From an optimization exercise on the open Yosys and OpenROAD flow, aimed at small area and a short achievable clock period; shortcuts taken in it are not production practice. The RTL was checked by simulation tests, not by an equivalence proof against the original design. Power is estimated from default activity; no workload was simulated.

$ cat flow/design.v
`timescale 1ns / 1ps
module c_xor2 (input a, input b, output y); assign y = a ^ b; endmodule
module c_nor2 (input a, input b, output y); assign y = ~(a | b); endmodule
module c_nand2 (input a, input b, output y); assign y = ~(a & b); endmodule
module c_nor3 (input a, input b, input c, output y); assign y = ~(a | b | c); endmodule
module c_mux4 (input a0, input a1, input a2, input a3, input s0, input s1, output y);
    assign y = s1 ? (s0 ? a3 : a2) : (s0 ? a1 : a0);
endmodule
module c_ao4 (input a0, input a1, input a2, input a3,
              input s0, input s1, input s2, input s3, output y);
    assign y = (a0 & s0) | (a1 & s1) | (a2 & s2) | (a3 & s3);
endmodule
module c_ao3 (input a0, input a1, input a2, input s0, input s1, input s2, output y);
    assign y = (a0 & s0) | (a1 & s1) | (a2 & s2);
endmodule
module c_ao2 (input a0, input a1, input s0, input s1, output y);
    assign y = (a0 & s0) | (a1 & s1);
endmodule
module ALM10_SOA_grp(input n3, input n2, input n1,
                     output s3, output s2, output s1, output s0, output [1:0] g);
    assign s3 = n3;
    assign s2 = ~n3 & n2;
    assign s1 = ~n3 & ~n2 & n1;
    assign s0 = ~n3 & ~n2 & ~n1;
    assign g[1] = n3 | n2;
    assign g[0] = n3 | (~n2 & n1);
endmodule
module ALM10_SOA_win(
    input  [15:0] x,
    output [1:0]  g,
    output [10:1] w,
    output        xz
    );
    wire sg = x[15];
    wire [14:0] a;
    genvar i;
    generate for (i = 0; i < 15; i = i + 1) begin : abs
        c_xor2 u(.a(x[i]), .b(sg), .y(a[i]));
    end endgenerate
    wire n3, n2, n1, z0;
    wire [5:0] o;
    c_nor2 uo0(.a(a[11]), .b(a[10]), .y(o[0]));
    c_nor2 uo1(.a(a[9]),  .b(a[8]),  .y(o[1]));
    c_nor2 uo2(.a(a[7]),  .b(a[6]),  .y(o[2]));
    c_nor2 uo3(.a(a[5]),  .b(a[4]),  .y(o[3]));
    c_nor2 uo4(.a(a[13]), .b(a[12]), .y(o[4]));
    c_nor2 uo5(.a(a[3]),  .b(a[2]),  .y(o[5]));
    c_nand2 un2(.a(o[0]), .b(o[1]), .y(n2));
    c_nand2 un1(.a(o[2]), .b(o[3]), .y(n1));
    wire a14n;
    c_nor2 un3a(.a(a[14]), .b(a[14]), .y(a14n));
    c_nand2 un3(.a(o[4]), .b(a14n), .y(n3));
    c_nor3 uz0(.a(a[1]), .b(a[0]), .c(~o[5]), .y(z0));
    wire s3, s2, s1, s0;
    ALM10_SOA_grp ug(.n3(n3), .n2(n2), .n1(n1), .s3(s3), .s2(s2), .s1(s1), .s0(s0), .g(g));
    assign xz = ~sg & s0 & z0;
    c_ao3 uw10(.a0(a[11]), .a1(a[7]), .a2(a[3]), .s0(s2), .s1(s1), .s2(s0), .y(w[10]));
    c_ao4 uw9 (.a0(a[14]), .a1(a[10]), .a2(a[6]), .a3(a[2]), .s0(s3), .s1(s2), .s2(s1), .s3(s0), .y(w[9]));
    c_ao4 uw8 (.a0(a[13]), .a1(a[9]),  .a2(a[5]), .a3(a[1]), .s0(s3), .s1(s2), .s2(s1), .s3(s0), .y(w[8]));
    c_ao4 uw7 (.a0(a[12]), .a1(a[8]),  .a2(a[4]), .a3(a[0]), .s0(s3), .s1(s2), .s2(s1), .s3(s0), .y(w[7]));
    c_ao3 uw6 (.a0(a[11]), .a1(a[7]), .a2(a[3]), .s0(s3), .s1(s2), .s2(s1), .y(w[6]));
    c_ao3 uw5 (.a0(a[10]), .a1(a[6]), .a2(a[2]), .s0(s3), .s1(s2), .s2(s1), .y(w[5]));
    c_ao3 uw4 (.a0(a[9]),  .a1(a[5]), .a2(a[1]), .s0(s3), .s1(s2), .s2(s1), .y(w[4]));
    c_ao3 uw3 (.a0(a[8]),  .a1(a[4]), .a2(a[0]), .s0(s3), .s1(s2), .s2(s1), .y(w[3]));
    c_ao2 uw2 (.a0(a[7]), .a1(a[3]), .s0(s3), .s1(s2), .y(w[2]));
    c_ao2 uw1 (.a0(a[6]), .a1(a[2]), .s0(s3), .s1(s2), .y(w[1]));
endmodule
module ALM10_SOA_norm(
    input  [1:0]  g,
    input  [10:1] w,
    output [3:0]  k,
    output [5:0]  f
    );
    wire [1:0] p;
    assign p[1] = w[10] | w[9];
    assign p[0] = w[10] | (~w[9] & w[8]);
    assign k = {g, p};
    genvar i;
    generate for (i = 0; i < 6; i = i + 1) begin : fr
        c_mux4 u(.a0(w[1+i]), .a1(w[2+i]), .a2(w[3+i]), .a3(w[4+i]), .s0(p[0]), .s1(p[1]), .y(f[i]));
    end endgenerate
endmodule
module ALM10_SOA_add(
    input  [8:0] lx,
    input  [8:0] ly,
    input        c,
    output [9:0] s
    );
    assign s = lx + ly + c;
endmodule
module ALM10_SOA_dec8(input [2:0] a, input en, output [7:0] h);
    assign h = en ? (8'b1 << a) : 8'b0;
endmodule
module ALM10_SOA_fine(
    input [1:0] b,
    input [4:0] t,
    output g00, g10, g20, g30,
    output g01, g11, g21, g31,
    output g32, g14, g24, g34
    );
    assign g00 = b == 2'd0 ? 1'b1 : b == 2'd1 ? t[4] : b == 2'd2 ? t[3] : t[2];
    assign g10 = b == 2'd0 ? 1'b0 : b == 2'd1 ? 1'b1 : b == 2'd2 ? t[4] : t[3];
    assign g20 = b == 2'd3 ? t[4] : (b == 2'd2);
    assign g30 = b == 2'd3;
    assign g01 = b == 2'd0 ? t[1] : b == 2'd1 ? t[0] : 1'b1;
    assign g11 = b == 2'd0 ? t[2] : b == 2'd1 ? t[1] : b == 2'd2 ? t[0] : 1'b1;
    assign g21 = b == 2'd0 ? t[3] : b == 2'd1 ? t[2] : b == 2'd2 ? t[1] : t[0];
    assign g31 = b == 2'd0 ? t[4] : b == 2'd1 ? t[3] : b == 2'd2 ? t[2] : t[1];
    assign g32 = b == 2'd0 ? t[0] : 1'b1;
    assign g14 = b == 2'd0;
    assign g24 = ~b[1];
    assign g34 = ~(b[1] & b[0]);
endmodule
module ALM10_SOA_expand(
    input  [9:0]  s,
    input         sgn,
    input         nz,
    output [7:0]  h,
    output [11:0] g,
    output        sn
    );
    ALM10_SOA_dec8 ud(.a(s[9:7]), .en(nz), .h(h));
    ALM10_SOA_fine uf(.b(s[6:5]), .t(s[4:0]),
        .g00(g[0]), .g10(g[1]), .g20(g[2]), .g30(g[3]),
        .g01(g[4]), .g11(g[5]), .g21(g[6]), .g31(g[7]),
        .g32(g[8]), .g14(g[9]), .g24(g[10]), .g34(g[11]));
    assign sn = sgn & nz;
endmodule
module ALM10_SOA_out(
    input  [7:0]  h,
    input  [11:0] g,
    input         sn,
    output [31:0] p
    );
    wire [11:0] hh = {4'b0, h};
    wire g00 = g[0], g10 = g[1], g20 = g[2], g30 = g[3];
    wire g01 = g[4], g11 = g[5], g21 = g[6], g31 = g[7];
    wire g32 = g[8], g14 = g[9], g24 = g[10], g34 = g[11];
    genvar q;
    generate for (q = 0; q < 8; q = q + 1) begin : ob
        assign p[4*q]   = ((hh[q] & g00) | (hh[q+1] & g01) | hh[q+2] | hh[q+3]) ^ sn;
        assign p[4*q+1] = ((hh[q] & g10) | (hh[q+1] & g11) | hh[q+2] | hh[q+3] | (hh[q+4] & g14)) ^ sn;
        assign p[4*q+2] = ((hh[q] & g20) | (hh[q+1] & g21) | hh[q+2] | hh[q+3] | (hh[q+4] & g24)) ^ sn;
        assign p[4*q+3] = ((hh[q] & g30) | (hh[q+1] & g31) | (hh[q+2] & g32) | hh[q+3] | (hh[q+4] & g34)) ^ sn;
    end endgenerate
endmodule
module ALM10_SOA_mid(
    input  [1:0]  gx,
    input  [10:1] wx,
    input  [1:0]  gy,
    input  [10:1] wy,
    input         sgn,
    input         nz,
    output [7:0]  h,
    output [11:0] g,
    output        sn
    );
    wire [3:0] kx, ky;
    wire [5:0] fx, fy;
    ALM10_SOA_norm nx(.g(gx), .w(wx), .k(kx), .f(fx));
    ALM10_SOA_norm ny(.g(gy), .w(wy), .k(ky), .f(fy));
    wire [9:0] s;
    ALM10_SOA_add ad(.lx({kx, fx[5:1]}), .ly({ky, fy[5:1]}), .c(fx[0] & fy[0]), .s(s));
    ALM10_SOA_expand ex(.s(s), .sgn(sgn), .nz(nz), .h(h), .g(g), .sn(sn));
endmodule
module ALM10_SOA(
    input [15:0] x,
    input [15:0] y,
    output [31:0] p
    );
    wire [1:0] gx, gy;
    wire [10:1] wx, wy;
    wire xz, yz;
    ALM10_SOA_win ux(.x(x), .g(gx), .w(wx), .xz(xz));
    ALM10_SOA_win uy(.x(y), .g(gy), .w(wy), .xz(yz));
    wire [7:0] h;
    wire [11:0] g;
    wire sn;
    ALM10_SOA_mid um(.gx(gx), .wx(wx), .gy(gy), .wy(wy), .sgn(x[15] ^ y[15]), .nz(~(xz | yz)),
                     .h(h), .g(g), .sn(sn));
    ALM10_SOA_out uo(.h(h), .g(g), .sn(sn), .p(p));
endmodule
`timescale 1ns / 10ps
module mult_top(
    input clk,
    input  [15:0] x,
    input  [15:0] y,
    output [31:0] p_out
    );
    wire [1:0] gx, gy;
    wire [10:1] wx, wy;
    wire xz, yz;
    reg  [1:0] gx1, gy1;
    reg  [10:1] wx1, wy1;
    reg  sgn1, nz1;
    ALM10_SOA_win ux(.x(x), .g(gx), .w(wx), .xz(xz));
    ALM10_SOA_win uy(.x(y), .g(gy), .w(wy), .xz(yz));
    wire [7:0] h;
    wire [11:0] g;
    wire sn;
    reg  [7:0] h2;
    reg  [11:0] g2;
    reg  sn2;
    ALM10_SOA_mid um(.gx(gx1), .wx(wx1), .gy(gy1), .wy(wy1), .sgn(sgn1), .nz(nz1),
                     .h(h), .g(g), .sn(sn));
    always @(posedge clk) begin
        gx1 <= gx;  wx1 <= wx;  gy1 <= gy;  wy1 <= wy;
        sgn1 <= x[15] ^ y[15];  nz1 <= ~(xz | yz);
        h2 <= h;    g2 <= g;    sn2 <= sn;
    end
    ALM10_SOA_out uo(.h(h2), .g(g2), .sn(sn2), .p(p_out));
endmodule
$ cat flow/run.sh
#!/bin/bash
# synth_recipe.tcl (not shown) runs the flow's synth.tcl, then flattens the netlist and writes it again
# the make line also repeats each setting of config.mk as NAME=value (left out here)
make -C /OpenROAD-flow-scripts/flow DESIGN_CONFIG=/design/flow/config.mk WORK_HOME=/design/flow/orfs CLKGATE_MAP_FILE= SYNTH_SCRIPT=/design/flow/synth_recipe.tcl finish
$ cat flow/config.mk
export PLATFORM = sky130hd
export DESIGN_NAME = mult_top
export DESIGN_NICKNAME = mult_top
export VERILOG_FILES = /design/flow/design.v
export SDC_FILE = /design/flow/constraint.sdc
export NUM_CORES = 4
export LEC_CHECK = 0
export CAP_MARGIN = 20
export CORE_MARGIN = 2
export CORE_UTILIZATION = 40
export SETUP_SLACK_MARGIN = 3.0
export SLEW_MARGIN = 20
export SYNTH_HIERARCHICAL = 1
$ cat flow/constraint.sdc
create_clock -name core_clock -period 7.0 [get_ports {clk}]
set_input_delay 1.4000 -clock core_clock [delete_from_list [all_inputs] [get_ports {clk}]]
set_output_delay 1.4000 -clock core_clock [all_outputs]
set_load 0.01 [all_outputs]
==> results of run 1 <==
==> cells by family after synthesis <==
family | synth area share
xor gates and xnor gates | 0.175
adders and majority gates | 0.0400
muxes | 0.0944
buffers and inverters | 0.0779
AOI/OAI and AO/OA | 0.178
DFF | 0.269
and+or+nand+nor | 0.166
==> per-module statistics from Yosys (local to each module, per instance), a selection <==
module            times used  flops+latches  cells inside
c_ao3                     10              0             2
ALM10_SOA_mid              1              0             1
c_nor2                    14              0             1
c_nor3                     2              0             1
ALM10_SOA_win              2              0             2
ALM10_SOA_expand           1              0             1
ALM10_SOA_add              1              0            49
c_ao4                      6              0             3
mult_top                   1             47            49
ALM10_SOA_dec8             1              0             8
ALM10_SOA_out              1              0           119
ALM10_SOA_fine             1              0            23
c_xor2                    30              0             1
c_mux4                    12              0             1
c_ao2                      4              0             1
==> cells in the mapped netlist, types with 2 or more instances <==
cell type	count
sky130_fd_sc_hd__or2_4	3
sky130_fd_sc_hd__nand3_1	14
sky130_fd_sc_hd__buf_6	3
sky130_fd_sc_hd__mux2i_1	6
sky130_fd_sc_hd__or2_1	2
sky130_fd_sc_hd__o21ai_0	2
sky130_fd_sc_hd__and4_2	2
sky130_fd_sc_hd__a21o_1	5
sky130_fd_sc_hd__inv_1	31
sky130_fd_sc_hd__a221oi_2	6
sky130_fd_sc_hd__ha_1	8
sky130_fd_sc_hd__and4bb_1	2
sky130_fd_sc_hd__and4b_2	2
sky130_fd_sc_hd__a22o_1	4
sky130_fd_sc_hd__a222oi_1	15
sky130_fd_sc_hd__nor2_1	25
sky130_fd_sc_hd__buf_4	8
sky130_fd_sc_hd__dfxtp_1	47
sky130_fd_sc_hd__nor3b_1	2
sky130_fd_sc_hd__a22oi_1	25
sky130_fd_sc_hd__xor2_1	50
sky130_fd_sc_hd__nor2_2	4
sky130_fd_sc_hd__xnor2_1	20
sky130_fd_sc_hd__nand2_1	42
sky130_fd_sc_hd__and3b_1	2
sky130_fd_sc_hd__fa_1	2
sky130_fd_sc_hd__mux4_2	12
sky130_fd_sc_hd__a21oi_1	14
sky130_fd_sc_hd__buf_2	11
sky130_fd_sc_hd__and2_1	2
sky130_fd_sc_hd__clkbuf_1	2
sky130_fd_sc_hd__nor3_2	2
==> power by group through the flow <==
stage	sequential (mW)	combinational, mW	clock (mW)
2_1_floorplan	0.379	0.702	0
3_3_place_gp	0.455	0.951	0
3_5_place_dp	0.458	0.958	0
4_1_cts	0.451	0.963	0.189
5_1_grt	0.464	1.05	0.201
6_report	0.455	0.951	0.183
==> layout make-up <==
type                    count  area, sq um  share of cell area
clock buffers               6         72.6              0.0172
clock inverters             1         30.0             0.00710
inverters                  31          116              0.0275
multi-input cells         284         2290               0.541
flip-flops and latches     47          941               0.222
well taps                 108          135              0.0320
repair buffers             65          648               0.153
==> flip-flops by register name, summed over array words and instances (netlist names) <==
name,count
g2,12
gx1,2
gy1,2
h2,8
nz1,1
sgn1,1
sn2,1
wx1,10
wy1,10
==> per-stage QoR <==
stage | hold slack (ns) | utilization | area (sq um)
after CTS | 0.489 | 0.492 | 4230
final | 0.490 | 0.492 | 4230
after detailed placement | 0.475 | 0.480 | 4130
after global placement | 0.456 | 0.480 | 4130
after global routing | 0.502 | 0.492 | 4230
after floorplan | 0.412 | - | 3500
==> cells in the final DEF, fill, tap and decap left out, types with 12 or more instances in the layout <==
cell / synthesis / routed
sky130_fd_sc_hd__inv_1: 31 / 31
sky130_fd_sc_hd__a22oi_1: 25 / 25
sky130_fd_sc_hd__nor2_1: 25 / 25
sky130_fd_sc_hd__nand3_1: 14 / 14
sky130_fd_sc_hd__xnor2_1: 20 / 20
sky130_fd_sc_hd__xor2_1: 50 / 50
sky130_fd_sc_hd__nand2_1: 42 / 42
sky130_fd_sc_hd__a21oi_1: 14 / 14
sky130_fd_sc_hd__mux4_2: 12 / 12
sky130_fd_sc_hd__clkdlybuf4s50_1: 0 / 64
sky130_fd_sc_hd__dfxtp_1: 47 / 47
sky130_fd_sc_hd__a222oi_1: 15 / 15
==> layer usage <==
layer | share of wire | GRT usage | up-vias
met5 | 0 | 0 | -
met4 | 0.029 | 0.0630 | 0
met3 | 0.055 | 0.0295 | 19
met2 | 0.51 | 0.295 | 131
met1 | 0.40 | 0.179 | 1316
li1 | - | - | 1460
==> worst paths after layout <==
check,end,slack (ns),cells past startpoint
setup reg to reg,g2[7],3.41,14
hold reg to reg,sn2,0.49,1
setup / recovery,wy1[10],3.38,7
hold / removal,sn2,0.49,1
==> critical path: stages <==
cell and delay [ns]:
sky130_fd_sc_hd__clkdlybuf4s50_1 0.99, sky130_fd_sc_hd__xor2_1 0.20, sky130_fd_sc_hd__nor2_1 0.14, sky130_fd_sc_hd__nand2_1 0.25
sky130_fd_sc_hd__nor2_1 0.58, sky130_fd_sc_hd__a222oi_1 0.23, sky130_fd_sc_hd__inv_1 0.08
==> parameters.txt, run 1 <==
Parameter                              Value

STA
  Clock skew    0.00711 ns
  Max Fclk    roughly 0.28 GHz
  Slew @ Worst Pin    about 0.95 ns
  Min Tclk post-route    about 3.6 ns
  RSZ-0062 raised after global routing    no
  Portion of the clock cycle consumed by the worst path in the final layout    0.518
  Pins over their slew limit    0
  Slew HR    0.365
  Count of endpoints failing setup in the final report    0
  Setup slack after layout    between 3 and 4 ns
  Total count of hold-check failures in the final report    0
  Final total negative setup slack    0 ns

Yosys
  Area fraction of the dominant cell type after synthesis    0.269
  Synthesized netlist net count    approximately 430
  Number of enable-type register cells in the synthesized netlist    0
  Count of mapped cells out of synthesis    between 300 and 400
  Sequential cell area fraction in the yosys report    0.269
  Cell taking the most area after synthesis    sky130_fd_sc_hd__dfxtp_1
  Mean cell area of the mapped netlist    approximately 9.1 sq um
  Most common flop cell mapped by yosys    sky130_fd_sc_hd__dfxtp_1
  Number of library cell types mapped by synthesis    43
  Area of the mapped netlist    between 3000 and 4000 sq um
  Number of flip-flops and latches in the synthesized netlist    47
  Async set-or-reset flop fraction in the synthesized netlist    0
  Warnings from Yosys    7
  Ranking of synthesized cells by area    sky130_fd_sc_hd__dfxtp_1 27%, sky130_fd_sc_hd__xor2_1 13%, sky130_fd_sc_hd__mux4_2 7.7%

Min path
  Hold wc startpoint    sgn1
  Type of the most critical hold path    reg2reg

Floorplan
  Standard-cell row count    34
  Width of the die    roughly 98 um
  Initial standard-cell utilization of the core    0.407
  Die boundary height    97.5 um
  I/O pin total    65
  Core box area    roughly 8600 sq um
  Area enclosed by the die boundary    9510 sq um

Placed design
  Global placement routability congestion    around 0.96
  Worst setup slack before clock tree synthesis    about 3.1 ns
  Cell total after placement    535
  Port buffer count    64
  Estimated wirelength of the detail-placed design    5.96 mm

Global route
  Overall global routing resource usage    0.159
  Number of global-route vias before repair    2733
  Largest net degree at the start of global routing    33
  Initial antenna violation count    0
  Global-route wire length before repair    roughly 13 mm
  Sum of overflow across all layers after global routing    0

Power
  Power share of the combinational group    0.599
  Total internal power    approximately 0.95 mW
  Portion of total power attributed to sequential cells    0.286
  Static Leak    between 1.5 and 2 nW
  Clock power frac    0.115
  Power density cells    ~380 nW/um^2
  Power spent charging and discharging nets    approximately 0.64 mW
  Worst IR drop on VDD    0.000130 V
  Sw Ratio    0.403
  Total design power    between 1.5 and 2 mW

Status
  Result of the run  no timing/DRC/antenna violations

Route
  Post-DR vias/cell    5.40
  Post-route antenna net violation count    0
  Detailed-router iteration count before antenna repair    6
  Vias post-DR    approximately 2900
  Detailed-route wire length per cell    roughly 14 um
  Total detailed-routing wirelength    between 7 and 8 mm
  Number of design-rule violations left by the first detailed-router iteration    176
  Number of remaining DRC errors    0

Worst setup path
  Type of origin of the critical path    primary input
  Worst setup path startpoint    y[15]
  Critical path required time    just over 7 ns
  Start-to-end type of the worst setup path    in2reg
  Endpoint type of the worst setup path    flop
  Launch point of the worst reg-to-reg path    wy1[9]
  Arrival time reported for the critical path endpoint    slightly below 4 ns
  Highest fanout seen on the critical path    17

Clock tree
  Clock tree from TritonCTS    yes
  Clk slew on worst S/H paths    0.08 ns
  Post-CTS Setup Bufs    0
  CTS max path bufs    2
  Total CTS buffers    5
  Number of buffers inserted by hold repair at cts    0
  Count of instances resized after the clock tree is built    0
  Sinks on Clock Net    between 40 and 50
  Root Driver    sky130_fd_sc_hd__clkbuf_8
  Htree depth    2
  Clock latency on the worst-skew pair    roughly 0.29 ns

Flow run
  Maximum Capacitance Violations    0

Cells and area
  Fin nets    roughly 480
  Non-filler instance count after layout    ~540
  Synth-to-Final Area Change    20.8%
  Number of fill cells in the layout    between 800 and 900
  Share of layout cells above drive strength 1    0.0968
  # diodes    0
==> run 2, diff against run 1 <==
==> flow/flow/run.sh (new file) <==
#!/bin/bash
# The standard layout, with plain buffers (not delay cells) on the ports.
set -euo pipefail
bash standard.sh BUFFER_PORTS_ARGS="-buffer_cell sky130_fd_sc_hd__buf_2" finish > flow_make.log 2>&1
==> flow/standard.sh (new file) <==
#!/bin/bash
# synth_recipe.tcl (not shown) runs the flow's synth.tcl, then flattens the netlist and writes it again
# the make line also repeats each setting of config.mk as NAME=value (left out here)
make -C /OpenROAD-flow-scripts/flow DESIGN_CONFIG=/design/flow/config.mk WORK_HOME=/design/flow/orfs CLKGATE_MAP_FILE= SYNTH_SCRIPT=/design/flow/synth_recipe.tcl "${@:-finish}"
--- a/flow/config.mk
+++ b/flow/config.mk
@@ -8,6 +8,6 @@
 export CAP_MARGIN = 20
 export CORE_MARGIN = 2
 export CORE_UTILIZATION = 40
-export SETUP_SLACK_MARGIN = 3.0
+export SETUP_SLACK_MARGIN = 3.5
 export SLEW_MARGIN = 20
 export SYNTH_HIERARCHICAL = 1
removed: flow/run.sh
==> run 2 against run 1 <==
- via count decreased by 1.7%
- largest power group unchanged
- critical path type is now reg2reg
- sequential power about the same
- flip-flop and latch count unchanged
==> parameters.txt, run 2 <==
Parameter                              Value

Status
  Result of the run  no timing/DRC/antenna violations (unchanged)

Floorplan
  I/O pin total    65 (unchanged)
  Initial standard-cell utilization of the core    0.407 (unchanged)
  Core box area    8590 sq um (unchanged)
  Area enclosed by the die boundary    9510 sq um (unchanged)
  Width of the die    97.5 um (unchanged)
  Standard-cell row count    34 (unchanged)
  Die boundary height    97.5 um (unchanged)

Worst setup path
  Cell type with the highest occurrence count on the critical path    sky130_fd_sc_hd__inv_1 (was sky130_fd_sc_hd__nor2_1)
  Endpoint type of the worst setup path    flop (unchanged)
  Start-to-end type of the worst setup path    reg2reg (was in2reg)
  Slowest-stage cell, CP    sky130_fd_sc_hd__fa_1 (was sky130_fd_sc_hd__clkdlybuf4s50_1)
  Logic depth of the worst register-to-register path    13 (was 14)
  CP cell instances    inv_1 > a21o_1 > mux4_2 > and2_1 > inv_1 > fa_1 > fa_1 > inv_1 > a21oi_4 > o21ai_2 > o41a_1 > xor2_2 > and4bb_2 (was clkdlybuf4s50_1 > xor2_1 > nor2_1 > nand2_1 > nor2_1 > a222oi_1 > inv_1)
  R2R Path End    h2[1] (was g2[7])
  Setup slack of the worst register-to-register path    3.76 ns (was 3.41 ns)
  Type of origin of the critical path    flop (was primary input)
  Slowest stage delay, CP    0.46 ns (was 0.99 ns)
  Highest fanout seen on the critical path    8 (was 17)
  Launch point of the worst reg-to-reg path    wy1[9] (unchanged)
  Number of buffer and inverter instances along the worst setup path    3 (was 2)
  Critical path required time    7.19 ns (was 7.24 ns)
  Worst path top cell family by delay    adder cells (was buffers and inverters)
  Arrival time reported for the critical path endpoint    3.43 ns (was 3.87 ns)

Placed design
  Global placement routability congestion    0.911 (was 0.959)
  Worst setup slack before clock tree synthesis    3.50 ns (was 3.11 ns)
  Placed Instance Area    3810 sq um (was 4130 sq um)
  Estimated wirelength of the detail-placed design    5.58 mm (was 5.96 mm)
  Port buffer count    64 (unchanged)
  Cell total after placement    535 (unchanged)

Route
  Detailed-router iteration count before antenna repair    5 (was 6)
  Detailed-route wire length per cell    13.0 um (was 13.8 um)
  Number of design-rule violations left by the first detailed-router iteration    164 (was 176)
  Number of remaining DRC errors    0 (unchanged)
  Total detailed-routing wirelength    7.09 mm (was 7.50 mm)
  Post-route antenna net violation count    0 (unchanged)
  Vias post-DR    2876 (was 2926)
  Post-DR vias/cell    5.28 (was 5.40)

Min path
  Hold Path Stages    1 (unchanged)
  Type of the most critical hold path    reg2reg (unchanged)
  Hold wc startpoint    sgn1 (unchanged)
  Endpoint, Worst Hold    sn2 (unchanged)

STA
  Portion of the clock cycle consumed by the worst path in the final layout    0.463 (was 0.518)
  Clock skew    0.00398 ns (was 0.00711 ns)
  Count of endpoints failing setup in the final report    0 (unchanged)
  Final total negative setup slack    0 ns (unchanged)
  Min Tclk post-route    3.24 ns (was 3.62 ns)
  Pins over their slew limit    0 (unchanged)
  Slew @ Worst Pin    0.683 ns (was 0.946 ns)
  Max Fclk    0.309 GHz (was 0.276 GHz)
  Total count of hold-check failures in the final report    0 (unchanged)
  RSZ-0062 raised after global routing    no (unchanged)
  Setup slack after layout    3.76 ns (was 3.38 ns)
  Slew HR    0.540 (was 0.365)

Cells and area
  Area taken by flip-flops and latches    941 sq um (unchanged)
  Most common cell after layout, fill and taps aside    sky130_fd_sc_hd__buf_2 (was sky130_fd_sc_hd__clkdlybuf4s50_1)
  # diodes    0 (unchanged)
  Top library cells by usage in the layout, fill and taps aside    64 x sky130_fd_sc_hd__buf_2, 49 x sky130_fd_sc_hd__xor2_1, 47 x sky130_fd_sc_hd__dfxtp_1 (was 64 x sky130_fd_sc_hd__clkdlybuf4s50_1, 50 x sky130_fd_sc_hd__xor2_1, 47 x sky130_fd_sc_hd__dfxtp_1)
  Fin nets    479 (was 477)
  Multi-input logic area    2310 sq um (was 2290 sq um)
  Final core occ    0.459 (was 0.492)
  Design area    3940 sq um (was 4230 sq um)
  Registers with the most flip-flops    g2 (12), wx1 (10), wy1 (10) (unchanged)
  Non-filler instance count after layout    545 (was 542)
  Share of layout cells above drive strength 1    0.259 (was 0.0968)
  Reg with most FFs    g2 (unchanged)
  Number of fill cells in the layout    885 (was 830)
  Synth-to-Final Area Change    12.6% (was 20.8%)
  Max reg flops    12 (unchanged)

Yosys
  Post-synthesis mux area share    0.0944 (unchanged)
  Count of mapped cells out of synthesis    386 (unchanged)
  Sequential cell area fraction in the yosys report    0.269 (unchanged)
  Synthesized netlist net count    429 (unchanged)
  Number of flip-flops and latches in the synthesized netlist    47 (unchanged)
  Simple-gate share of the synthesized area    0.166 (unchanged)
  Ranking of synthesized cells by area    sky130_fd_sc_hd__dfxtp_1 27%, sky130_fd_sc_hd__xor2_1 13%, sky130_fd_sc_hd__mux4_2 7.7% (unchanged)
  Mean cell area of the mapped netlist    9.07 sq um (unchanged)
  Cell taking the most area after synthesis    sky130_fd_sc_hd__dfxtp_1 (unchanged)
  Most common flop cell mapped by yosys    sky130_fd_sc_hd__dfxtp_1 (unchanged)
  Synthesized-area fraction occupied by adder cells    0.0400 (unchanged)
  Synth cell count leaders    50 x sky130_fd_sc_hd__xor2_1, 47 x sky130_fd_sc_hd__dfxtp_1, 42 x sky130_fd_sc_hd__nand2_1 (unchanged)
  Dominant combinational cell family by area after synthesis    compound AO/OA/AOI/OAI gates (unchanged)
  Complex-gate fraction of the synthesized area    0.178 (unchanged)
  Area of the mapped netlist    3500 sq um (unchanged)
  Async set-or-reset flop fraction in the synthesized netlist    0 (unchanged)
  Number of enable-type register cells in the synthesized netlist    0 (unchanged)
  Warnings from Yosys    7 (unchanged)
  Fraction of synthesized cell area in xor and xnor cells    0.175 (unchanged)
  Number of library cell types mapped by synthesis    43 (unchanged)
  Area fraction of the dominant cell type after synthesis    0.269 (unchanged)
  Most frequently used cell type in the post-synthesis netlist    sky130_fd_sc_hd__xor2_1 (unchanged)

Global route
  Initial antenna violation count    0 (unchanged)
  Sum of overflow across all layers after global routing    0 (unchanged)
  Number of global-route vias before repair    2663 (was 2733)
  Overall global routing resource usage    0.150 (was 0.159)
  Global-route wire length before repair    12.2 mm (was 12.6 mm)
  Largest net degree at the start of global routing    33 (unchanged)

Clock tree
  Total CTS buffers    5 (unchanged)
  Htree depth    2 (unchanged)
  Number of buffers inserted by hold repair at cts    0 (unchanged)
  Clock tree from TritonCTS    yes (unchanged)
  CTS max path bufs    2 (unchanged)
  Sinks on Clock Net    47 (unchanged)
  Root Driver    sky130_fd_sc_hd__clkbuf_8 (unchanged)
  Clk slew on worst S/H paths    0.08 ns (about the same)
  Clock latency on the worst-skew pair    0.29 ns (about the same)

Power
  Worst IR drop on VDD    0.000125 V (was 0.000130 V)
  Static Leak    1.81 nW (was 1.79 nW)
  Power density cells    368 nW/um^2 (was 376 nW/um^2)

Flow run
  Maximum Capacitance Violations    0 (unchanged)
## run 2: cell counts after synthesis
No cell type changed its count.
## run 2: worst max-delay path by stage
stage	slack [ns]	to	startpoint	cells after the start
after CTS	3.58	g2[0]	wx1[9]	13
after detailed placement	3.50	g2[7]	wx1[9]	14
after global routing	3.51	h2[1]	wy1[9]	13
after global placement	3.57	g2[7]	wx1[9]	14
final	3.76	h2[1]	wy1[9]	13
after floorplan	3.90	h2[1]	wx1[9]	13
## run 2: power by group
| group | switching (mW) | internal, mW | leakage (nW) |
|---|---|---|---|
| combinational | 0.427 | 0.403 | 1.37 |
| clock | 0.0841 | 0.0809 | 0.0484 |
| sequential | 0.123 | 0.332 | 0.392 |
## run 2: cell type report
cell class,instances,share of cell area
multi-input cells,284,0.586
inverters,31,0.0295
repair buffers,67,0.0870
flip-flops and latches,47,0.239
well taps,108,0.0343
clock buffers,7,0.0219
clock inverters,1,0.00222
## run 2: per-stage QoR
| stage | total power [mW] | hold WS, ns |
|---|---|---|
| floorplan | 1.08 | 0.412 |
| detailed placement | 1.28 | 0.423 |
| finish | 1.45 | 0.437 |
| global route | 1.58 | 0.468 |
| CTS | 1.45 | 0.443 |
| global placement | 1.26 | 0.420 |
## run 2: routing by layer
metal,vias up,GRT usage,wire length [um]
met5,-,0,0
met4,0,0.0459,72
met3,6,0.0273,415
met2,102,0.259,3510
met1,1305,0.191,3090
li1,1463,-,-
## run 2: kinds of logic (layout without fill, tap and decap cells)
group,after synthesis,count (layout)
xor+xnor,70,70
simple gates,111,111
mux,18,18
compound gates,75,75
flops,47,47
fa+ha+maj,10,10
buf+inv,55,106
## run 2: Yosys stat by module (local to each module, per instance), excerpt
module            copies in the design  area [sq um]
mult_top                             1           953
ALM10_SOA_out                        1           810
ALM10_SOA_fine                       1           155
ALM10_SOA_dec8                       1          95.1
ALM10_SOA_grp                        2          47.5
ALM10_SOA_norm                       2          32.5
c_mux4                              12          22.5
c_ao4                                6          18.8
c_ao3                               10          13.8
c_nor3                               2          10.0
c_ao2                                4          8.76
c_xor2                              30          8.76
ALM10_SOA_expand                     1          6.26
c_nand2                              6          3.75
c_nor2                              14          3.75
## run 2: repair_timing
action / in CTS / in global routing
pin swaps: 0 / 1
gates cloned: 0 / 0
setup buffers: 0 / 2
gates resized for setup: 1 / 3
endpoints found under the setup margin: 2 / 15
==> run 3, diff against run 2 <==
--- a/flow/config.mk
+++ b/flow/config.mk
@@ -8,6 +8,6 @@
 export CAP_MARGIN = 20
 export CORE_MARGIN = 2
 export CORE_UTILIZATION = 40
-export SETUP_SLACK_MARGIN = 3.5
+export SETUP_SLACK_MARGIN = 4.0
 export SLEW_MARGIN = 20
 export SYNTH_HIERARCHICAL = 1
==> run 3 against run 2 <==
- flip-flop and latch count did not move
- combinational power rose by 13%
- first-iteration DRC count fell by 30%
- hold slack gained 0.0012 ns
- critical path type unchanged
- core utilization rose by 2.6 points
- largest power group unchanged
- synthesized cell count did not move
==> parameters.txt, run 3 <==
Parameter                              Value

Route
  Detailed-router iteration count before antenna repair    6 (was 5)
  Vias post-DR    2993 (was 2876)
  Number of design-rule violations left by the first detailed-router iteration    114 (was 164)
  Post-route antenna net violation count    0 (unchanged)
  Detailed-route wire length per cell    13.6 um (was 13.0 um)
  Post-DR vias/cell    5.35 (was 5.28)
  Number of remaining DRC errors    0 (unchanged)
  Total detailed-routing wirelength    7.58 mm (was 7.09 mm)

Worst setup path
  Logic depth of the worst register-to-register path    13 (unchanged)
  Type of origin of the critical path    flop (unchanged)
  Launch point of the worst reg-to-reg path    wx1[9] (was wy1[9])
  Highest fanout seen on the critical path    6 (was 8)
  Setup slack of the worst register-to-register path    4.04 ns (was 3.76 ns)
  Start-to-end type of the worst setup path    reg2reg (unchanged)
  Arrival time reported for the critical path endpoint    3.15 ns (was 3.43 ns)
  Critical path required time    7.18 ns (was 7.19 ns)
  Endpoint type of the worst setup path    flop (unchanged)
  R2R Path End    g2[8] (was h2[1])

STA
  RSZ-0062 raised after global routing    yes (was no)
  Total count of hold-check failures in the final report    0 (unchanged)
  Portion of the clock cycle consumed by the worst path in the final layout    0.423 (was 0.463)
  Min Tclk post-route    2.96 ns (was 3.24 ns)
  Count of endpoints failing setup in the final report    0 (unchanged)
  Slew HR    0.576 (was 0.540)
  Pins over their slew limit    0 (unchanged)
  Clock skew    0.00210 ns (was 0.00398 ns)
  Final total negative setup slack    0 ns (unchanged)
  Slew @ Worst Pin    0.633 ns (was 0.683 ns)
  Max Fclk    0.337 GHz (was 0.309 GHz)

Floorplan
  Initial standard-cell utilization of the core    0.407 (unchanged)
  I/O pin total    65 (unchanged)
  Core box area    8590 sq um (unchanged)
  Area enclosed by the die boundary    9510 sq um (unchanged)
  Die boundary height    97.5 um (unchanged)
  Width of the die    97.5 um (unchanged)
  Standard-cell row count    34 (unchanged)

Yosys
  Warnings from Yosys    7 (unchanged)
  Area fraction of the dominant cell type after synthesis    0.269 (unchanged)
  Synthesized netlist net count    429 (unchanged)
  Sequential cell area fraction in the yosys report    0.269 (unchanged)
  Synth cell count leaders    50 x sky130_fd_sc_hd__xor2_1, 47 x sky130_fd_sc_hd__dfxtp_1, 42 x sky130_fd_sc_hd__nand2_1 (unchanged)
  Mean cell area of the mapped netlist    9.07 sq um (unchanged)
  Most common flop cell mapped by yosys    sky130_fd_sc_hd__dfxtp_1 (unchanged)
  Number of enable-type register cells in the synthesized netlist    0 (unchanged)
  Most frequently used cell type in the post-synthesis netlist    sky130_fd_sc_hd__xor2_1 (unchanged)
  Number of library cell types mapped by synthesis    43 (unchanged)
  Count of mapped cells out of synthesis    386 (unchanged)
  Number of flip-flops and latches in the synthesized netlist    47 (unchanged)
  Area of the mapped netlist    3500 sq um (unchanged)
  Ranking of synthesized cells by area    sky130_fd_sc_hd__dfxtp_1 27%, sky130_fd_sc_hd__xor2_1 13%, sky130_fd_sc_hd__mux4_2 7.7% (unchanged)
  Cell taking the most area after synthesis    sky130_fd_sc_hd__dfxtp_1 (unchanged)
  Async set-or-reset flop fraction in the synthesized netlist    0 (unchanged)

Clock tree
  Total CTS buffers    5 (unchanged)
  Sinks on Clock Net    47 (unchanged)
  Clock tree from TritonCTS    yes (unchanged)
  Clk slew on worst S/H paths    0.08 ns (about the same)
  Htree depth    2 (unchanged)
  CTS max path bufs    2 (unchanged)
  Root Driver    sky130_fd_sc_hd__clkbuf_8 (unchanged)
  Number of buffers inserted by hold repair at cts    0 (unchanged)
  Clock latency on the worst-skew pair    0.30 ns (was 0.29 ns)

Power
  Power density cells    379 nW/um^2 (was 368 nW/um^2)
  Static Leak    1.89 nW (was 1.81 nW)
  Total design power    1.58 mW (was 1.45 mW)
  Portion of total power attributed to sequential cells    0.290 (was 0.313)
  Worst IR drop on VDD    0.000115 V (was 0.000125 V)
  Clock power frac    0.118 (was 0.114)
  Power spent charging and discharging nets    0.668 mW (was 0.634 mW)
  Sw Ratio    0.423 (was 0.437)
  Total internal power    0.911 mW (was 0.816 mW)
  Power share of the combinational group    0.592 (was 0.573)

Cells and area
  Design area    4160 sq um (was 3940 sq um)
  Synth-to-Final Area Change    18.9% (was 12.6%)
  Max reg flops    12 (unchanged)
  Registers with the most flip-flops    g2 (12), wx1 (10), wy1 (10) (unchanged)
  Most common cell after layout, fill and taps aside    sky130_fd_sc_hd__buf_2 (unchanged)
  Share of layout cells above drive strength 1    0.337 (was 0.259)
  # diodes    0 (unchanged)
  Fin nets    494 (was 479)
  Top library cells by usage in the layout, fill and taps aside    62 x sky130_fd_sc_hd__buf_2, 49 x sky130_fd_sc_hd__xor2_1, 40 x sky130_fd_sc_hd__nand2_1 (was 64 x sky130_fd_sc_hd__buf_2, 49 x sky130_fd_sc_hd__xor2_1, 47 x sky130_fd_sc_hd__dfxtp_1)
  Reg with most FFs    g2 (unchanged)

Min path
  Hold Path Stages    1 (unchanged)
  Type of the most critical hold path    reg2reg (unchanged)
  Endpoint, Worst Hold    sn2 (unchanged)
  Hold wc startpoint    sgn1 (unchanged)

Global route
  Number of global-route vias before repair    2666 (was 2663)
  Largest net degree at the start of global routing    33 (unchanged)
  Global-route wire length before repair    12.4 mm (was 12.2 mm)
  Sum of overflow across all layers after global routing    0 (unchanged)
  Overall global routing resource usage    0.156 (was 0.150)
  Initial antenna violation count    0 (unchanged)

Status
  Result of the run  no timing/DRC/antenna violations (unchanged)

Placed design
  Estimated wirelength of the detail-placed design    5.82 mm (was 5.58 mm)
  Global placement routability congestion    0.887 (was 0.911)
  Placed Instance Area    3830 sq um (was 3810 sq um)
  Port buffer count    64 (unchanged)

Flow run
  Maximum Capacitance Violations    0 (unchanged)
## run 3: cell counts after synthesis
No cell type changed its count.
## run 3: worst max path at each step
stage	from	endpoint	slack [ns]	cells past startpoint
floorplan	wx1[9]	g2[8]	4.01	14
global placement	wx1[9]	g2[7]	3.67	14
detailed placement	wy1[9]	g2[7]	3.57	14
CTS	wy1[9]	h2[0]	3.95	14
global route	wy1[9]	g2[7]	3.89	14
finish	wx1[9]	g2[8]	4.04	13
## run 3: area by class of cell
| type | count | area, sq um |
|---|---|---|
| inverter | 31 | 116 |
| tap | 108 | 135 |
| timing repair buffer | 82 | 468 |
| multi-input combinational | 284 | 2390 |
| clock inverter | 1 | 30.0 |
| clock buffer | 6 | 72.6 |
| fill | 850 | 4430 |
| sequential | 47 | 953 |
## run 3: metrics by stage
step | util | setup slack [ns] | hold WS [ns] | cells
2_1_floorplan | - | 4.01 | 0.412 | 386
3_3_place_gp | 0.446 | 3.67 | 0.416 | 535
3_5_place_dp | 0.446 | 3.57 | 0.423 | 535
4_1_cts | 0.469 | 3.95 | 0.445 | 549
5_1_grt | 0.484 | 3.89 | 0.467 | 559
6_report | 0.484 | 4.04 | 0.438 | 559
## run 3: cells by family after synthesis
kind of cell               count (synthesis)  share of synthesized area
and+or+nand+nor                          111                      0.166
AOI/OAI and AO/OA                         75                      0.178
xor gates and xnor gates                  70                      0.175
buffers and inverters                     55                     0.0779
DFF                                       47                      0.269
muxes                                     18                     0.0944
adders and majority gates                 10                     0.0400
## run 3: modules after synthesis (local to each module, per instance), a selection
module	cells inside	cell area, sq um	times used
ALM10_SOA_add	49	375	1
ALM10_SOA_grp	8	47.5	2
ALM10_SOA_norm	5	32.5	2
ALM10_SOA_out	119	810	1
ALM10_SOA_win	2	12.5	2
c_ao2	1	8.76	4
c_ao3	2	13.8	10
c_ao4	3	18.8	6
c_mux4	1	22.5	12
c_nand2	1	3.75	6
c_nor2	1	3.75	14
c_nor3	1	10.0	2
## run 3: repair_timing
| action | CTS | global route |
|---|---|---|
| setup buffers | 7 | 10 |
| pin swaps | 9 | 10 |
| gates resized for setup | 18 | 15 |
| endpoints found under the setup margin | 32 | 43 |
## run 3: critical path: stages (launching register included)
cell	delay, ns
sky130_fd_sc_hd__dfxtp_2	0.35
sky130_fd_sc_hd__inv_2	0.04
sky130_fd_sc_hd__a21o_4	0.22
sky130_fd_sc_hd__buf_6	0.13
sky130_fd_sc_hd__mux4_2	0.47
sky130_fd_sc_hd__ha_4	0.25
sky130_fd_sc_hd__nor2b_1	0.12
sky130_fd_sc_hd__o21ai_0	0.16
sky130_fd_sc_hd__nand2b_1	0.13
sky130_fd_sc_hd__a31oi_2	0.23
sky130_fd_sc_hd__xnor2_2	0.10
sky130_fd_sc_hd__buf_4	0.17
sky130_fd_sc_hd__buf_4	0.14
sky130_fd_sc_hd__or3_1	0.34
## run 3: metal layers
| layer | GRT usage | part of all wire |
|---|---|---|
| met1 | 0.188 | 0.40 |
| met2 | 0.272 | 0.51 |
| met3 | 0.0324 | 0.057 |
| met4 | 0.0588 | 0.026 |
| met5 | 0 | 0 |
## run 3: power by group through the flow
stage          combinational [mW]  sequential, mW  clock, mW
6_report                    0.935           0.458      0.186
5_1_grt                      1.03           0.468      0.203
4_1_cts                     0.863           0.454      0.191
3_5_place_dp                0.829           0.457          0
3_3_place_gp                0.815           0.458          0
2_1_floorplan               0.705           0.379          0
==> run 4, diff against run 3 <==
--- a/flow/design.v
+++ b/flow/design.v
@@ -2,6 +2,10 @@
 module c_xor2 (input a, input b, output y); assign y = a ^ b; endmodule
 module c_nor2 (input a, input b, output y); assign y = ~(a | b); endmodule
 module c_nand2 (input a, input b, output y); assign y = ~(a & b); endmodule
+module c_inv (input a, output y); assign y = ~a; endmodule
+module c_xnor2 (input a, input b, output y); assign y = ~(a ^ b); endmodule
+module c_a21oi (input a1, input a2, input b1, output y); assign y = ~((a1 & a2) | b1); endmodule
+module c_o21ai (input a1, input a2, input b1, output y); assign y = ~((a1 | a2) & b1); endmodule
 module c_nor3 (input a, input b, input c, output y); assign y = ~(a | b | c); endmodule
 module c_mux4 (input a0, input a1, input a2, input a3, input s0, input s1, output y);
     assign y = s1 ? (s0 ? a3 : a2) : (s0 ? a1 : a0);
@@ -48,7 +52,7 @@
     c_nand2 un2(.a(o[0]), .b(o[1]), .y(n2));
     c_nand2 un1(.a(o[2]), .b(o[3]), .y(n1));
     wire a14n;
-    c_nor2 un3a(.a(a[14]), .b(a[14]), .y(a14n));
+    c_inv un3a(.a(a[14]), .y(a14n));
     c_nand2 un3(.a(o[4]), .b(a14n), .y(n3));
     c_nor3 uz0(.a(a[1]), .b(a[0]), .c(~o[5]), .y(z0));
     wire s3, s2, s1, s0;
@@ -83,13 +87,148 @@
 module ALM10_SOA_add(
     input  [8:0] lx,
     input  [8:0] ly,
-    input        c,
+    input        fx0,
+    input        fy0,
     output [9:0] s
     );
-    assign s = lx + ly + c;
+    wire g0_0;
+    c_nand2 u1(.a(fx0), .b(fy0), .y(g0_0));
+    wire g0_1;
+    c_nand2 u2(.a(lx[0]), .b(ly[0]), .y(g0_1));
+    wire t0_1;
+    c_nor2 u3(.a(lx[0]), .b(ly[0]), .y(t0_1));
+    wire p_1;
+    c_xor2 u4(.a(lx[0]), .b(ly[0]), .y(p_1));
+    wire g0_2;
+    c_nand2 u5(.a(lx[1]), .b(ly[1]), .y(g0_2));
+    wire t0_2;
+    c_nor2 u6(.a(lx[1]), .b(ly[1]), .y(t0_2));
+    wire p_2;
+    c_xor2 u7(.a(lx[1]), .b(ly[1]), .y(p_2));
+    wire g0_3;
+    c_nand2 u8(.a(lx[2]), .b(ly[2]), .y(g0_3));
+    wire t0_3;
+    c_nor2 u9(.a(lx[2]), .b(ly[2]), .y(t0_3));
+    wire p_3;
+    c_xor2 u10(.a(lx[2]), .b(ly[2]), .y(p_3));
+    wire g0_4;
+    c_nand2 u11(.a(lx[3]), .b(ly[3]), .y(g0_4));
+    wire t0_4;
+    c_nor2 u12(.a(lx[3]), .b(ly[3]), .y(t0_4));
+    wire p_4;
+    c_xor2 u13(.a(lx[3]), .b(ly[3]), .y(p_4));
+    wire g0_5;
+    c_nand2 u14(.a(lx[4]), .b(ly[4]), .y(g0_5));
+    wire t0_5;
+    c_nor2 u15(.a(lx[4]), .b(ly[4]), .y(t0_5));
+    wire p_5;
+    c_xor2 u16(.a(lx[4]), .b(ly[4]), .y(p_5));
+    wire g0_6;
+    c_nand2 u17(.a(lx[5]), .b(ly[5]), .y(g0_6));
+    wire t0_6;
+    c_nor2 u18(.a(lx[5]), .b(ly[5]), .y(t0_6));
+    wire p_6;
+    c_xor2 u19(.a(lx[5]), .b(ly[5]), .y(p_6));
+    wire g0_7;
+    c_nand2 u20(.a(lx[6]), .b(ly[6]), .y(g0_7));
+    wire t0_7;
+    c_nor2 u21(.a(lx[6]), .b(ly[6]), .y(t0_7));
+    wire p_7;
+    c_xor2 u22(.a(lx[6]), .b(ly[6]), .y(p_7));
+    wire g0_8;
+    c_nand2 u23(.a(lx[7]), .b(ly[7]), .y(g0_8));
+    wire t0_8;
+    c_nor2 u24(.a(lx[7]), .b(ly[7]), .y(t0_8));
+    wire p_8;
+    c_xor2 u25(.a(lx[7]), .b(ly[7]), .y(p_8));
+    wire g0_9;
+    c_nand2 u26(.a(lx[8]), .b(ly[8]), .y(g0_9));
+    wire t0_9;
+    c_nor2 u27(.a(lx[8]), .b(ly[8]), .y(t0_9));
+    wire p_9;
+    c_xor2 u28(.a(lx[8]), .b(ly[8]), .y(p_9));
+    wire g1_1;
+    c_o21ai u29(.a1(t0_1), .a2(g0_0), .b1(g0_1), .y(g1_1));
+    wire g1_3;
+    c_o21ai u30(.a1(t0_3), .a2(g0_2), .b1(g0_3), .y(g1_3));
+    wire t1_3;
+    c_nor2 u31(.a(t0_3), .b(t0_2), .y(t1_3));
+    wire g1_5;
+    c_o21ai u32(.a1(t0_5), .a2(g0_4), .b1(g0_5), .y(g1_5));
+    wire t1_5;
+    c_nor2 u33(.a(t0_5), .b(t0_4), .y(t1_5));
+    wire g1_7;
+    c_o21ai u34(.a1(t0_7), .a2(g0_6), .b1(g0_7), .y(g1_7));
+    wire t1_7;
+    c_nor2 u35(.a(t0_7), .b(t0_6), .y(t1_7));
+    wire g1_9;
+    c_o21ai u36(.a1(t0_9), .a2(g0_8), .b1(g0_9), .y(g1_9));
+    wire t1_9;
+    c_nor2 u37(.a(t0_9), .b(t0_8), .y(t1_9));
+    wire g1_1_i;
+    c_inv u38(.a(g1_1), .y(g1_1_i));
+    wire g2_2;
+    c_o21ai u39(.a1(t0_2), .a2(g1_1_i), .b1(g0_2), .y(g2_2));
+    wire g2_3;
+    c_a21oi u40(.a1(t1_3), .a2(g1_1), .b1(g1_3), .y(g2_3));
+    wire g1_5_i;
+    c_inv u41(.a(g1_5), .y(g1_5_i));
+    wire g2_6;
+    c_o21ai u42(.a1(t0_6), .a2(g1_5_i), .b1(g0_6), .y(g2_6));
+    wire t1_5_i;
+    c_inv u43(.a(t1_5), .y(t1_5_i));
+    wire t2_6;
+    c_nor2 u44(.a(t0_6), .b(t1_5_i), .y(t2_6));
+    wire g2_7;
+    c_a21oi u45(.a1(t1_7), .a2(g1_5), .b1(g1_7), .y(g2_7));
+    wire t2_7;
+    c_nand2 u46(.a(t1_7), .b(t1_5), .y(t2_7));
+    wire g3_4;
+    c_o21ai u47(.a1(t0_4), .a2(g2_3), .b1(g0_4), .y(g3_4));
+    wire g2_3_i;
+    c_inv u48(.a(g2_3), .y(g2_3_i));
+    wire g3_5;
+    c_a21oi u49(.a1(t1_5), .a2(g2_3_i), .b1(g1_5), .y(g3_5));
+    wire g3_6;
+    c_a21oi u50(.a1(t2_6), .a2(g2_3_i), .b1(g2_6), .y(g3_6));
+    wire g3_7;
+    c_o21ai u51(.a1(t2_7), .a2(g2_3), .b1(g2_7), .y(g3_7));
+    wire g3_7_i;
+    c_inv u52(.a(g3_7), .y(g3_7_i));
+    wire g4_8;
+    c_o21ai u53(.a1(t0_8), .a2(g3_7_i), .b1(g0_8), .y(g4_8));
+    wire g4_9;
+    c_a21oi u54(.a1(t1_9), .a2(g3_7), .b1(g1_9), .y(g4_9));
+    c_xnor2 u55(.a(p_1), .b(g0_0), .y(s[0]));
+    c_xor2 u56(.a(p_2), .b(g1_1), .y(s[1]));
+    c_xor2 u57(.a(p_3), .b(g2_2), .y(s[2]));
+    c_xnor2 u58(.a(p_4), .b(g2_3), .y(s[3]));
+    c_xor2 u59(.a(p_5), .b(g3_4), .y(s[4]));
+    c_xnor2 u60(.a(p_6), .b(g3_5), .y(s[5]));
+    c_xnor2 u61(.a(p_7), .b(g3_6), .y(s[6]));
+    c_xor2 u62(.a(p_8), .b(g3_7), .y(s[7]));
+    c_xor2 u63(.a(p_9), .b(g4_8), .y(s[8]));
+    wire g4_9_i;
+    c_inv u64(.a(g4_9), .y(g4_9_i));
+    assign s[9] = g4_9_i;
 endmodule
 module ALM10_SOA_dec8(input [2:0] a, input en, output [7:0] h);
-    assign h = en ? (8'b1 << a) : 8'b0;
+    wire [2:0] an;
+    c_inv ui0(.a(a[0]), .y(an[0]));
+    c_inv ui1(.a(a[1]), .y(an[1]));
+    c_inv ui2(.a(a[2]), .y(an[2]));
+    wire [3:0] pn;
+    wire [1:0] qn;
+    c_nand2 up0(.a(an[1]), .b(an[0]), .y(pn[0]));
+    c_nand2 up1(.a(an[1]), .b(a[0]),  .y(pn[1]));
+    c_nand2 up2(.a(a[1]),  .b(an[0]), .y(pn[2]));
+    c_nand2 up3(.a(a[1]),  .b(a[0]),  .y(pn[3]));
+    c_nand2 uq0(.a(en), .b(an[2]), .y(qn[0]));
+    c_nand2 uq1(.a(en), .b(a[2]),  .y(qn[1]));
+    genvar i;
+    generate for (i = 0; i < 8; i = i + 1) begin : o
+        c_nor2 u(.a(pn[i % 4]), .b(qn[i / 4]), .y(h[i]));
+    end endgenerate
 endmodule
 module ALM10_SOA_fine(
     input [1:0] b,
@@ -160,7 +299,7 @@
     ALM10_SOA_norm nx(.g(gx), .w(wx), .k(kx), .f(fx));
     ALM10_SOA_norm ny(.g(gy), .w(wy), .k(ky), .f(fy));
     wire [9:0] s;
-    ALM10_SOA_add ad(.lx({kx, fx[5:1]}), .ly({ky, fy[5:1]}), .c(fx[0] & fy[0]), .s(s));
+    ALM10_SOA_add ad(.lx({kx, fx[5:1]}), .ly({ky, fy[5:1]}), .fx0(fx[0]), .fy0(fy[0]), .s(s));
     ALM10_SOA_expand ex(.s(s), .sgn(sgn), .nz(nz), .h(h), .g(g), .sn(sn));
 endmodule
 module ALM10_SOA(
==> run 4 against run 3 <==
- flip-flop and latch count unchanged
- setup slack improved by 0.041 ns
- cell count up 0.54%
- hold slack improved by 0.082 ns
- clock skew up 0.0063 ns
- register-to-register slack improved by 0.20 ns
- count of clock-buffer cells in the layout fell by 1
- wire length fell by 1.9%
- highest routed layer unchanged
==> parameters.txt, run 4 <==
Parameter                              Value

Floorplan
  Standard-cell row count    33 (was 34)
  Core box area    8300 sq um (was 8590 sq um)
  Area enclosed by the die boundary    9420 sq um (was 9510 sq um)
  I/O pin total    65 (unchanged)
  Width of the die    97.0 um (was 97.5 um)
  Die boundary height    97.0 um (was 97.5 um)
  Initial standard-cell utilization of the core    0.417 (was 0.407)

Yosys
  Sequential cell area fraction in the yosys report    0.272 (was 0.269)
  Dominant combinational cell family by area after synthesis    XOR/XNOR gates (was compound AO/OA/AOI/OAI gates)
  Mean cell area of the mapped netlist    8.44 sq um (was 9.07 sq um)
  Count of mapped cells out of synthesis    410 (was 386)
  Area of the mapped netlist    3460 sq um (was 3500 sq um)
  Ranking of synthesized cells by area    sky130_fd_sc_hd__dfxtp_1 27%, sky130_fd_sc_hd__xor2_1 16%, sky130_fd_sc_hd__mux4_2 7.8% (was sky130_fd_sc_hd__dfxtp_1 27%, sky130_fd_sc_hd__xor2_1 13%, sky130_fd_sc_hd__mux4_2 7.7%)
  Number of flip-flops and latches in the synthesized netlist    47 (unchanged)
  Synthesized netlist net count    443 (was 429)
  Async set-or-reset flop fraction in the synthesized netlist    0 (unchanged)
  Area fraction of the dominant cell type after synthesis    0.272 (was 0.269)
  Post-synthesis mux area share    0.0954 (was 0.0944)
  Fraction of synthesized cell area in xor and xnor cells    0.205 (was 0.175)
  Number of library cell types mapped by synthesis    29 (was 43)
  Synth cell count leaders    62 x sky130_fd_sc_hd__xor2_1, 56 x sky130_fd_sc_hd__nand2_1, 47 x sky130_fd_sc_hd__dfxtp_1 (was 50 x sky130_fd_sc_hd__xor2_1, 47 x sky130_fd_sc_hd__dfxtp_1, 42 x sky130_fd_sc_hd__nand2_1)
  Warnings from Yosys    7 (unchanged)
  Complex-gate fraction of the synthesized area    0.184 (was 0.178)
  Most frequently used cell type in the post-synthesis netlist    sky130_fd_sc_hd__xor2_1 (unchanged)
  Simple-gate share of the synthesized area    0.161 (was 0.166)
  Number of enable-type register cells in the synthesized netlist    0 (unchanged)
  Cell taking the most area after synthesis    sky130_fd_sc_hd__dfxtp_1 (unchanged)
  Most common flop cell mapped by yosys    sky130_fd_sc_hd__dfxtp_1 (unchanged)
  Synthesized-area fraction occupied by adder cells    0 (was 0.0400)

Route
  Post-route antenna net violation count    0 (unchanged)
  Detailed-router iteration count before antenna repair    5 (was 6)
  Detailed-route wire length per cell    13.2 um (was 13.6 um)
  Number of design-rule violations left by the first detailed-router iteration    162 (was 114)
  Total detailed-routing wirelength    7.44 mm (was 7.58 mm)
  Post-DR vias/cell    5.23 (was 5.35)
  Vias post-DR    2941 (was 2993)
  Number of remaining DRC errors    0 (unchanged)

STA
  Count of endpoints failing setup in the final report    0 (unchanged)
  Portion of the clock cycle consumed by the worst path in the final layout    0.418 (was 0.423)
  Total count of hold-check failures in the final report    0 (unchanged)
  Final total negative setup slack    0 ns (unchanged)
  RSZ-0062 raised after global routing    no (was yes)
  Clock skew    0.00840 ns (was 0.00210 ns)
  Slew HR    0.614 (was 0.576)
  Worst-case hold slack    0.520 ns (was 0.438 ns)
  Pins over their slew limit    0 (unchanged)
  Setup slack after layout    4.08 ns (was 4.04 ns)
  Max Fclk    0.342 GHz (was 0.337 GHz)
  Slew @ Worst Pin    0.576 ns (was 0.633 ns)
  Min Tclk post-route    2.92 ns (was 2.96 ns)

Worst setup path
  Arrival time reported for the critical path endpoint    1.52 ns (was 3.15 ns)
  Start-to-end type of the worst setup path    reg2out (was reg2reg)
  Highest fanout seen on the critical path    15 (was 6)
  Worst path top cell family by delay    flip-flops (was compound AO/OA/AOI/OAI gates)
  Slowest-stage cell, CP    sky130_fd_sc_hd__dfxtp_4 (was sky130_fd_sc_hd__mux4_2)
  CP cell instances    a222oi_1 > nand2_1 > xor2_1 > buf_2 (was inv_2 > a21o_4 > buf_6 > mux4_2 > ha_4 > nor2b_1 > o21ai_0 > nand2b_1 > a31oi_2 > xnor2_2 > buf_4 > buf_4 > or3_1)
  Number of buffer and inverter instances along the worst setup path    1 (was 4)
  Type of origin of the critical path    flop (unchanged)
  Endpoint type of the worst setup path    output port (was flop)
  Slowest stage delay, CP    0.41 ns (was 0.47 ns)
  Critical path required time    5.60 ns (was 7.18 ns)

Cells and area
  Top library cells by usage in the layout, fill and taps aside    63 x sky130_fd_sc_hd__buf_2, 62 x sky130_fd_sc_hd__xor2_1, 56 x sky130_fd_sc_hd__nand2_1 (was 62 x sky130_fd_sc_hd__buf_2, 49 x sky130_fd_sc_hd__xor2_1, 40 x sky130_fd_sc_hd__nand2_1)
  Registers with the most flip-flops    g2 (12), wx1 (10), wy1 (10) (unchanged)
  Number of fill cells in the layout    849 (was 850)
  Reg with most FFs    g2 (unchanged)
  # diodes    0 (unchanged)
  Max reg flops    12 (unchanged)
  Fin nets    489 (was 494)
  Share of layout cells above drive strength 1    0.254 (was 0.337)
  Synth-to-Final Area Change    13.1% (was 18.9%)
  Most common cell after layout, fill and taps aside    sky130_fd_sc_hd__buf_2 (unchanged)

Power
  Worst IR drop on VDD    0.000113 V (was 0.000115 V)
  Static Leak    1.82 nW (was 1.89 nW)
  Power density cells    392 nW/um^2 (was 379 nW/um^2)

Placed design
  Global placement routability congestion    0.916 (was 0.887)
  Port buffer count    64 (unchanged)
  Estimated wirelength of the detail-placed design    5.86 mm (was 5.82 mm)
  Worst setup slack before clock tree synthesis    3.83 ns (was 3.57 ns)

Clock tree
  Number of buffers inserted by hold repair at cts    0 (unchanged)
  Sinks on Clock Net    47 (unchanged)
  Clock tree from TritonCTS    yes (unchanged)
  Clock latency on the worst-skew pair    0.30 ns (about the same)
  Total CTS buffers    5 (unchanged)
  CTS max path bufs    2 (unchanged)
  Htree depth    2 (unchanged)
  Clk slew on worst S/H paths    0.09 ns (was 0.08 ns)
  Root Driver    sky130_fd_sc_hd__clkbuf_8 (unchanged)

Global route
  Global-route wire length before repair    12.5 mm (was 12.4 mm)
  Largest net degree at the start of global routing    33 (unchanged)
  Initial antenna violation count    0 (unchanged)
  Overall global routing resource usage    0.156 (about the same)
  Sum of overflow across all layers after global routing    0 (unchanged)
  Number of global-route vias before repair    2726 (was 2666)

Flow run
  Maximum Capacitance Violations    0 (unchanged)

Status
  Result of the run  no timing/DRC/antenna violations (unchanged)

Min path
  Type of the most critical hold path    reg2reg (unchanged)
==> run 4: metrics by stage <==
step / power (mW) / area (sq um) / utilization / std cells
final: 1.54 / 3920 / 0.472 / 562
after CTS: 1.54 / 3880 / 0.467 / 562
after global placement: 1.32 / 3750 / 0.452 / 554
after floorplan: 1.13 / 3460 / - / 410
after detailed placement: 1.33 / 3750 / 0.452 / 554
after global routing: 1.67 / 3920 / 0.472 / 562
==> run 4: repair_timing <==
action | 4_1_cts | 5_1_grt
endpoints found under the setup margin | 23 | 30
cloned | 0 | 0
pin swaps | 0 | 1
resized for setup | 6 | 11
buffers inserted | 0 | 0
==> run 4: routing by layer <==
layer,up-vias,wire length (um),global-route usage
met5,-,0,0
met2,122,3750,0.275
met3,17,388,0.0246
li1,1497,-,-
met1,1305,3120,0.191
met4,0,176,0.0618
==> run 4: kinds of logic after synthesis <==
kind of cell	count (synthesis)
AOI/OAI and AO/OA	79
buffers and inverters	58
xor gates and xnor gates	81
and+or+nand+nor	127
muxes	18
DFF	47
==> run 4: area by class of cell <==
| type | instances | area [sq um] | area share |
|---|---|---|---|
| clock buffers | 5 | 68.8 | 0.0176 |
| clock inverters | 3 | 43.8 | 0.0112 |
| well taps | 105 | 131 | 0.0336 |
| inverters | 33 | 124 | 0.0316 |
| flip-flops and latches | 47 | 956 | 0.244 |
| repair buffers | 64 | 323 | 0.0825 |
| multi-input cells | 305 | 2270 | 0.579 |
==> run 4: where the power goes <==
group	total, mW	switching, mW	internal [mW]
sequential	0.474	0.133	0.341
clock	0.191	0.0852	0.106
combinational	0.871	0.469	0.402
==> run 4: path summary, 6_finish.rpt <==
check                   end    from  cells past startpoint  slack (ns)
hold / removal          sn2    sgn1                      1        0.52
hold reg to reg         sn2    sgn1                      1        0.52
setup reg to reg      g2[7]  wx1[9]                     11        4.24
setup / recovery  p_out[11]   h2[6]                      4        4.08
==> run 4: per-module statistics from Yosys, one instance, submodules excluded, a selection <==
module / area (sq um) / flops+latches
ALM10_SOA_expand: 6.26 / 0
c_ao4: 18.8 / 0
c_a21oi: 8.76 / 0
ALM10_SOA_add: 7.51 / 0
c_xor2: 8.76 / 0
mult_top: 953 / 47
c_ao3: 13.8 / 0
ALM10_SOA_grp: 47.5 / 0
c_inv: 3.75 / 0
c_ao2: 8.76 / 0
c_nor2: 3.75 / 0
==> run 5, diff against run 4 <==
--- a/flow/config.mk
+++ b/flow/config.mk
@@ -8,6 +8,6 @@
 export CAP_MARGIN = 20
 export CORE_MARGIN = 2
 export CORE_UTILIZATION = 40
-export SETUP_SLACK_MARGIN = 4.0
+export SETUP_SLACK_MARGIN = 4.3
 export SLEW_MARGIN = 20
 export SYNTH_HIERARCHICAL = 1
==> run 5 against run 4 <==
- core utilization grew 9.1 points
- global-route usage grew 2.1 points
- sequential share of layout area shrank 3.2 points
- non-clock buffer count grew 43
==> parameters.txt, run 5 <==
Parameter                              Value

Power
  Portion of total power attributed to sequential cells    0.253 (was 0.308)
  Total design power    1.86 mW (was 1.54 mW)
  Clock power frac    0.104 (was 0.125)

Floorplan
  Standard-cell row count    33 (unchanged)
  Die boundary height    97.0 um (unchanged)

Status
  Result of the run  no timing/DRC/antenna violations (unchanged)

STA
  Worst-case hold slack    0.521 ns (was 0.520 ns)
  Total count of hold-check failures in the final report    0 (unchanged)

Yosys
  Most common flop cell mapped by yosys    sky130_fd_sc_hd__dfxtp_1 (unchanged)
  Warnings from Yosys    7 (unchanged)
  Synthesized netlist net count    443 (unchanged)
  Ranking of synthesized cells by area    sky130_fd_sc_hd__dfxtp_1 27%, sky130_fd_sc_hd__xor2_1 16%, sky130_fd_sc_hd__mux4_2 7.8% (unchanged)
  Async set-or-reset flop fraction in the synthesized netlist    0 (unchanged)

Global route
  Most crowded layer after global routing    met2 (unchanged)
  Largest net degree at the start of global routing    18 (was 33)
  Overall global routing resource usage    0.177 (was 0.156)

Route
  Post-route antenna net violation count    0 (unchanged)
  Vias post-DR    3245 (was 2941)

Placed design
  Estimated wirelength of the detail-placed design    5.86 mm (unchanged)
  Global placement routability congestion    0.916 (unchanged)
  Placed Instance Area    3750 sq um (unchanged)

Cells and area
  Fin nets    533 (was 489)

Clock tree
  Clock tree from TritonCTS    yes (unchanged)
==> run 5: cell types whose count changed in the layout (fill, tap and decap cells not counted), moves of 10 or more <==
cell	change
sky130_fd_sc_hd__buf_4	+31
sky130_fd_sc_hd__dfxtp_1	-13
sky130_fd_sc_hd__a22oi_1	-12
sky130_fd_sc_hd__a22oi_2	+12
sky130_fd_sc_hd__buf_6	+11
sky130_fd_sc_hd__nor2_4	+10
==> run 5: repair_timing <==
item	CTS	global route
pin swaps	30	28
hold buffers	0	0
setup endpoints to repair	73	60
gates resized for setup	73	43
buffers inserted	28	15
cloned	0	1
==> run 5: cell type report <==
| class | count | area (sq um) | area share |
|---|---|---|---|
| Multi-Input combinational cell | 306 | 2590 | 0.555 |
| Sequential cell | 47 | 992 | 0.212 |
| Timing Repair Buffer | 107 | 717 | 0.153 |
| Tap cell | 105 | 131 | 0.0281 |
| Inverter | 33 | 124 | 0.0265 |
| Clock buffer | 5 | 68.8 | 0.0147 |
| Clock inverter | 3 | 43.8 | 0.00937 |
==> run 5: modules after synthesis (local to each module, per instance), excerpt <==
| module | cells | flops+latches | cell area, sq um |
|---|---|---|---|
| ALM10_SOA_grp | 8 | 0 | 47.5 |
| ALM10_SOA_expand | 1 | 0 | 6.26 |
| c_ao3 | 2 | 0 | 13.8 |
| ALM10_SOA_fine | 23 | 0 | 155 |
| ALM10_SOA_win | 2 | 0 | 12.5 |
| ALM10_SOA_norm | 5 | 0 | 32.5 |
| ALM10_SOA_out | 119 | 0 | 810 |
| c_ao2 | 1 | 0 | 8.76 |
| c_a21oi | 1 | 0 | 8.76 |
| c_nand2 | 1 | 0 | 3.75 |
| c_nor3 | 1 | 0 | 10.0 |
| c_nor2 | 1 | 0 | 3.75 |
| c_xnor2 | 1 | 0 | 8.76 |
==> run 5: final timing paths <==
kind / startpoint / end / cells after the start / slack, ns
max: h2[7] / p_out[18] / 4 / 4.13
min: sgn1 / sn2 / 1 / 0.52
max reg2reg: wx1[9] / g2[7] / 11 / 4.37
min reg2reg: sgn1 / sn2 / 1 / 0.52
==> run 5: per-stage QoR <==
stage / std cells / utilization / worst slack (ns)
after floorplan: 410 / - / 4.34
after global placement: 554 / 0.452 / 3.84
after detailed placement: 554 / 0.452 / 3.83
after CTS: 590 / 0.524 / 4.15
after global routing: 606 / 0.563 / 4.06
final: 606 / 0.563 / 4.13
==> run 5: critical path: stages, from the launching register on <==
cell	delay, ns
sky130_fd_sc_hd__dfxtp_4	0.37
sky130_fd_sc_hd__or2_4	0.29
sky130_fd_sc_hd__a221oi_4	0.20
sky130_fd_sc_hd__xnor2_1	0.16
sky130_fd_sc_hd__buf_2	0.16
==> run 5: per-layer routing <==
metal / share of wire / vias up
li1: - / 1597
met1: 0.39 / 1525
met2: 0.54 / 110
met3: 0.047 / 13
met4: 0.016 / 0
met5: 0 / -
==> run 5: cell families after synthesis <==
| group | count (synthesis) | synth area share |
|---|---|---|
| buf+inv | 58 | 0.0831 |
| mux | 18 | 0.0954 |
| simple gates | 127 | 0.161 |
| xor+xnor | 81 | 0.205 |
| flops | 47 | 0.272 |
| compound gates | 79 | 0.184 |
==> run 5: power groups by stage <==
stage,clock network (mW),registers (mW),logic (mW)
floorplan,0,0.383,0.749
global placement,0,0.471,0.845
detailed placement,0,0.473,0.860
CTS,0.199,0.457,1.02
global route,0.210,0.479,1.30
finish,0.193,0.471,1.20

Setup slack of run 5, layout unchanged: 4.125 ns with ideal ports, 4.096 ns with driving cells assumed (clock clkbuf_16, inputs buf_2), 4.085 ns with port delays also shifted by the 0.322 ns mid clock arrival.
